This is an optimization exercise on Yosys and OpenROAD, whose aim is small area, not a production implementation.
Only simulation tests tie the RTL to the original design; equivalence was not proved.
No activity file was given, so power comes from the tool's default toggle rates.

==> 08-14 <==
## Piano
module Piano(
	input clk,
	input reset,
	input sw1,
	input sw2,
	input sw3,
	input sw4,
	input sw5,
	input sw6,
	input sw7,
	input btn1,
	input btn2,
	input btn3,
	input btn4,
	output sound
	);
clock: 6.0 ns
lec_check: 0
cap_margin: 20
core_margin: 2
core_utilization: 40
cts_buf_list: sky130_fd_sc_hd__clkbuf_4 sky130_fd_sc_hd__clkbuf_8
cts_cluster_diameter: 50
cts_cluster_size: 16
slew_margin: 20
run.sh (not shown) runs the stock make flow with config.mk's settings and CLKGATE_MAP_FILE= SYNTH_SCRIPT=/design/flow/synth_recipe.tcl, a recipe that flattens the netlist after the stock synthesis.
==> 09-16: changes against 08-14 <==
CTS_CLUSTER_DIAMETER = 60   (was 50)
CTS_CLUSTER_SIZE = 22   (was 16)
==> 01-28: changes against 08-14 <==
CTS_BUF_LIST = default   (was sky130_fd_sc_hd__clkbuf_4 sky130_fd_sc_hd__clkbuf_8)
CTS_CLUSTER_DIAMETER = default   (was 50)
CTS_CLUSTER_SIZE = default   (was 16)
==> comparison table <==
metric                                                               08-14        01-28        09-16
Met3 usage in global routing                                        0.0241       0.0286       0.0244
Non-Filler Cell Area, Final                                    0.0113 mm^2  0.0119 mm^2  0.0112 mm^2
Achievable clock frequency                                       0.229 GHz    0.229 GHz    0.229 GHz
Worst setup slack for register-to-register paths                   3.66 ns      3.69 ns      3.65 ns
Net switching power figure                                          925 uW       996 uW       877 uW
First-pass GRT wire length                                       28,800 um    29,500 um    28,400 um
Clock-pin transition on the worst setup and hold timing paths      0.09 ns      0.06 ns      0.12 ns
Power attributed to combinational cells                             148 uW       149 uW       148 uW
Routed via count                                                     6,194        6,250        6,139
Fill cell count                                                      2,420        2,363        2,416
Result of the run                                 timing/DRC/antenna clean  timing/DRC/antenna clean  timing/DRC/antenna clean
Internal Pwr Total                                                 3050 uW      3720 uW      2960 uW
Length of the first detailed-routing pass in iterations                  4            4            5
Met1 usage in global routing                                         0.183        0.186        0.183
Number of levels in the clock H-tree                                     1            2            1
Leakage power of the design                                     0.00472 uW   0.00498 uW   0.00468 uW
Final core utilization                                               0.449        0.469        0.444
Maximum ir drop on the vdd rail                                     185 uV       228 uV       199 uV
Final non-clock buffer share                                        0.0148       0.0141       0.0149
Final critical delay including setup and external delays           4.37 ns      4.37 ns      4.37 ns
Metal1 wirelength                                                  8790 um      9100 um      8910 um


==> build 59 <==
Piano, a different RTL version from the one above (not shown whole).
Settings: LEC_CHECK=0, CAP_MARGIN=20, CORE_MARGIN=2, CORE_UTILIZATION=55, CTS_BUF_LIST=sky130_fd_sc_hd__clkbuf_4 sky130_fd_sc_hd__clkbuf_8, CTS_CLUSTER_DIAMETER=50, CTS_CLUSTER_SIZE=16, SLEW_MARGIN=20; clock period 6.0 ns.
standard.sh (not shown) runs the stock make flow with config.mk's settings and CLKGATE_MAP_FILE= SYNTH_SCRIPT=/design/flow/synth_recipe.tcl, a recipe that flattens the netlist after the stock synthesis.
==> flow/flow/run.sh <==
#!/bin/bash
# Own flow: the standard layout (standard.sh, unchanged synthesis), with two CTS and
# port-buffer options that ORFS only takes from the environment:
#  - clock tree from clkbuf_4/clkbuf_8 with sink clusters of 16 within 50 um, and no dummy
#    loads (cells CTS adds only to balance the tree's load)
#  - port buffers of the smallest buffer, buf_1
# Each tool's output goes to standard.log here; ORFS's own logs stay under orfs/logs.
set -euo pipefail
export CTS_ARGS="-sink_clustering_enable -repair_clock_nets -sink_clustering_size 12 -sink_clustering_max_diameter 40 -buf_list {sky130_fd_sc_hd__clkbuf_2 sky130_fd_sc_hd__clkbuf_4} -dont_use_dummy_load"
export BUFFER_PORTS_ARGS="-buffer_cell sky130_fd_sc_hd__buf_1"
bash standard.sh > standard.log 2>&1
==> trial 67: changes against build 59 <==
--- a/flow/design.v
+++ b/flow/design.v
@@ -289,25 +289,15 @@
 	always @(posedge clk)
 		wD6 <= done & (wD6 ^ (tc21277));
 	reg wDS6;  
 	always @(posedge clk)
 		wDS6 <= done & (wDS6 ^ (tc20081));
 	wire [6:0] sw = {sw7, sw6, sw5, sw4, sw3, sw2, sw1};
 	wire [3:0] btn = {btn4, btn3, btn2, btn1};
-	wire [6:0] sw_a, sw_m;
-	assign sw_a[0] = sw[0]; assign sw_m[0] = 1'b0;
-	genvar gi;
-	generate for (gi = 1; gi < 7; gi = gi + 1) begin : sw_scan
-		assign sw_a[gi] = sw_a[gi-1] | sw[gi];
-		assign sw_m[gi] = sw_m[gi-1] | (sw_a[gi-1] & sw[gi]);
-	end endgenerate
-	wire sw_one = sw_a[6] & ~sw_m[6];
-	wire btn_one = (btn == 4'b0001) | (btn == 4'b0010) | (btn == 4'b0100) | (btn == 4'b1000);
+	wire sw_one = ~(|(sw[6:1] & sw[5:0]) | (sw[0] & |sw[6:2]) | (sw[1] & |sw[6:3]) | (sw[2] & |sw[6:4]) | (sw[3] & |sw[6:5]) | (sw[4] & sw[6]));
+	wire btn_one = ~((btn[0] & (btn[1] | btn[2] | btn[3])) | (btn[1] & (btn[2] | btn[3])) | (btn[2] & btn[3]));
 	assign sound = done & sw_one & btn_one & (
-		(sw1 & ((btn1 & wC4) | (btn2 & wCS4) | (btn3 & wD4) | (btn4 & wDS4))) |
-		(sw2 & ((btn1 & wE4) | (btn2 & wF4) | (btn3 & wFS4) | (btn4 & wG4))) |
-		(sw3 & ((btn1 & wGS4) | (btn2 & wA4) | (btn3 & wAS4) | (btn4 & wB4))) |
-		(sw4 & ((btn1 & wC5) | (btn2 & wCS5) | (btn3 & wD5) | (btn4 & wDS5))) |
-		(sw5 & ((btn1 & wE5) | (btn2 & wF5) | (btn3 & wFS5) | (btn4 & wG5))) |
-		(sw6 & ((btn1 & wGS5) | (btn2 & wA5) | (btn3 & wAS5) | (btn4 & wB5))) |
-		(sw7 & ((btn1 & wC6) | (btn2 & wCS6) | (btn3 & wD6) | (btn4 & wDS6))));
+		(btn1 & ((sw1 & wC4) | (sw2 & wE4) | (sw3 & wGS4) | (sw4 & wC5) | (sw5 & wE5) | (sw6 & wGS5) | (sw7 & wC6))) |
+		(btn2 & ((sw1 & wCS4) | (sw2 & wF4) | (sw3 & wA4) | (sw4 & wCS5) | (sw5 & wF5) | (sw6 & wA5) | (sw7 & wCS6))) |
+		(btn3 & ((sw1 & wD4) | (sw2 & wFS4) | (sw3 & wAS4) | (sw4 & wD5) | (sw5 & wFS5) | (sw6 & wAS5) | (sw7 & wD6))) |
+		(btn4 & ((sw1 & wDS4) | (sw2 & wG4) | (sw3 & wB4) | (sw4 & wDS5) | (sw5 & wG5) | (sw6 & wB5) | (sw7 & wDS6))));
 endmodule
==> flow/flow/run.sh (replaced) <==
#!/bin/bash
# Own flow: the standard layout (standard.sh, unchanged synthesis), with two CTS and
# port-buffer options that ORFS only takes from the environment:
#  - clock tree from clkbuf_4/clkbuf_8 with sink clusters of 16 within 50 um, and no dummy
#    loads (cells CTS adds only to balance the tree's load)
#  - port buffers of the smallest buffer, buf_1
# Each tool's output goes to standard.log here; ORFS's own logs stay under orfs/logs.
set -euo pipefail
export CTS_ARGS="-sink_clustering_enable -repair_clock_nets -sink_clustering_size 12 -sink_clustering_max_diameter 38 -buf_list {sky130_fd_sc_hd__clkbuf_2 sky130_fd_sc_hd__clkbuf_4} -dont_use_dummy_load"
export BUFFER_PORTS_ARGS="-buffer_cell sky130_fd_sc_hd__buf_1"
bash standard.sh > standard.log 2>&1
==> build 96: changes against build 59 <==
--- a/flow/design.v
+++ b/flow/design.v
@@ -11,21 +11,21 @@
 	input btn1,
 	input btn2,
 	input btn3,
 	input btn4,
 	output sound
 	);
 	reg [4:0] bin;
+	always @(posedge clk or posedge reset)
+		if (reset) bin <= 5'd0; else bin <= bin + 1'b1;
 	wire tc2 = &bin[0:0];
 	wire tc4 = &bin[1:0];
 	wire tc8 = &bin[2:0];
 	wire tc16 = &bin[3:0];
 	wire tc32 = &bin[4:0];
-	always @(posedge clk or posedge reset)
-		if (reset) bin <= 5'd0; else bin <= {bin[4] ^ tc16, bin[3] ^ tc8, bin[2] ^ tc4, bin[1] ^ tc2, ~bin[0]};
 	reg done;
 	always @(posedge clk or posedge reset)
 		if (reset) done <= 1'b0; else done <= done | tc16;
 	reg [1:0] x3;
 	wire tc3 = x3[0];   
 	wire fb3 = ~(x3[1] ^ x3[0]);
 	wire [15:0] init3 = 16'h0000;   
@@ -289,23 +289,16 @@
 	always @(posedge clk)
 		wD6 <= done & (wD6 ^ (tc21277));
 	reg wDS6;  
 	always @(posedge clk)
 		wDS6 <= done & (wDS6 ^ (tc20081));
 	wire [6:0] sw = {sw7, sw6, sw5, sw4, sw3, sw2, sw1};
 	wire [3:0] btn = {btn4, btn3, btn2, btn1};
-	wire [6:0] sw_a, sw_m;
-	assign sw_a[0] = sw[0]; assign sw_m[0] = 1'b0;
-	genvar gi;
-	generate for (gi = 1; gi < 7; gi = gi + 1) begin : sw_scan
-		assign sw_a[gi] = sw_a[gi-1] | sw[gi];
-		assign sw_m[gi] = sw_m[gi-1] | (sw_a[gi-1] & sw[gi]);
-	end endgenerate
-	wire sw_one = sw_a[6] & ~sw_m[6];
-	wire btn_one = (btn == 4'b0001) | (btn == 4'b0010) | (btn == 4'b0100) | (btn == 4'b1000);
+	wire sw_one = (sw != 7'd0) && ((sw & (sw - 7'd1)) == 7'd0);
+	wire btn_one = (btn != 4'd0) && ((btn & (btn - 4'd1)) == 4'd0);
 	assign sound = done & sw_one & btn_one & (
 		(sw1 & ((btn1 & wC4) | (btn2 & wCS4) | (btn3 & wD4) | (btn4 & wDS4))) |
 		(sw2 & ((btn1 & wE4) | (btn2 & wF4) | (btn3 & wFS4) | (btn4 & wG4))) |
 		(sw3 & ((btn1 & wGS4) | (btn2 & wA4) | (btn3 & wAS4) | (btn4 & wB4))) |
 		(sw4 & ((btn1 & wC5) | (btn2 & wCS5) | (btn3 & wD5) | (btn4 & wDS5))) |
 		(sw5 & ((btn1 & wE5) | (btn2 & wF5) | (btn3 & wFS5) | (btn4 & wG5))) |
 		(sw6 & ((btn1 & wGS5) | (btn2 & wA5) | (btn3 & wAS5) | (btn4 & wB5))) |
==> flow/flow/run.sh (replaced) <==
#!/bin/bash
# Own flow: the standard layout (standard.sh, unchanged synthesis), with two CTS and
# port-buffer options that ORFS only takes from the environment:
#  - clock tree from clkbuf_4/clkbuf_8 with sink clusters of 16 within 50 um, and no dummy
#    loads (cells CTS adds only to balance the tree's load)
#  - port buffers of the smallest buffer, buf_1
# Each tool's output goes to standard.log here; ORFS's own logs stay under orfs/logs.
set -euo pipefail
export CTS_ARGS="-sink_clustering_enable -repair_clock_nets -sink_clustering_size 16 -sink_clustering_max_diameter 50 -buf_list {sky130_fd_sc_hd__clkbuf_4 sky130_fd_sc_hd__clkbuf_8} -dont_use_dummy_load"
export BUFFER_PORTS_ARGS="-buffer_cell sky130_fd_sc_hd__buf_1"
bash standard.sh > standard.log 2>&1
CORE_UTILIZATION = 40   (was 55)
==> results.yml <==
outcome:
  outcome: "timing/DRC/antenna clean"
cells_and_area:
  nets: 791
place:
  place_ws_ps: 2240
detailed_routing:
  num_vias: 5101
  wl_per_cell_um: 15.6
power_and_ir_drop:
  pg_seq_uw: 2320
global_route:
  top_usage_layer: "met2"
floorplan:
  start_util: 0.567
  core_mm2: 0.0167
worst_setup_path:
  crit_chain: "buf_1, or4b_2, o21ai_0, nand4_1, nor2_1, buf_1"
(the above is from build 59)
==> results.yml <==
detailed_routing:
  num_vias: 5084
  wl_per_cell_um: 15.9
power_and_ir_drop:
  p_comb_uw: 11.5
  pg_seq_uw: 2320
floorplan:
  start_util: 0.564
  core_mm2: 0.0166
place:
  place_ws_ps: 2270
cells_and_area:
  nets: 781
worst_setup_path:
  crit_chain: "buf_1, or4_1, o22ai_1, nand4_1, a221oi_1, buf_1"
outcome:
  outcome: "timing/DRC/antenna clean"
(the above is from trial 67)
==> results.yml <==
outcome:
  outcome: "timing/DRC/antenna clean"
detailed_routing:
  num_vias: 5007
  wl_per_cell_um: 13.6
floorplan:
  start_util: 0.408
  core_mm2: 0.0235
place:
  place_ws_ps: 2060
global_route:
  top_usage_layer: "met1"
worst_setup_path:
  crit_chain: "buf_1, or3b_2, o21ai_0, o2111ai_1, a31o_2, a31oi_1, buf_1"
cells_and_area:
  nets: 788
(the above is from build 96)

separate check: timing with driven ports:
How much do the figures lean on ideal ports? The routed layouts below were timed once more, with nothing changed but the port constraints. Step 1 sets driving cells, clkbuf_16 on the clock port and buf_2 on the other inputs (assumed; they add their load-dependent delay and slew). Step 2 adds t to the input delays and takes it off the output delays; t is the mean of the earliest and latest rising clock arrival at the registers after step 1. Input paths then give back, and output paths get back, about the clock's delay inside the block. Three values: ideal, step 1, step 2; two values: the first two.
run | t (ns) | setup WS [ns] | latest minus earliest clock arrival (ns)
08-14 | 0.620 | 1.628 / 1.604 / 1.604 | 0.029 / 0.030
09-16 | 0.585 | 1.628 / 1.601 / 1.601 | 0.034 / 0.033
01-28 | 0.538 | 1.630 / 1.605 / 1.605 | 0.020 / 0.021
build 59 | 0.639 | 2.220 / 2.154 / 2.154 | 0.060 / 0.059
trial 67 | 0.639 | 2.255 / 2.233 / 2.233 | 0.061 / 0.061
build 96 | 0.595 | 2.044 / 2.016 / 2.016 | 0.095 / 0.095
After both steps every run listed still meets setup and hold. The setup slack of build 59, which loses most, moves by -0.066 ns with the drivers and by -0.066 ns with both steps.
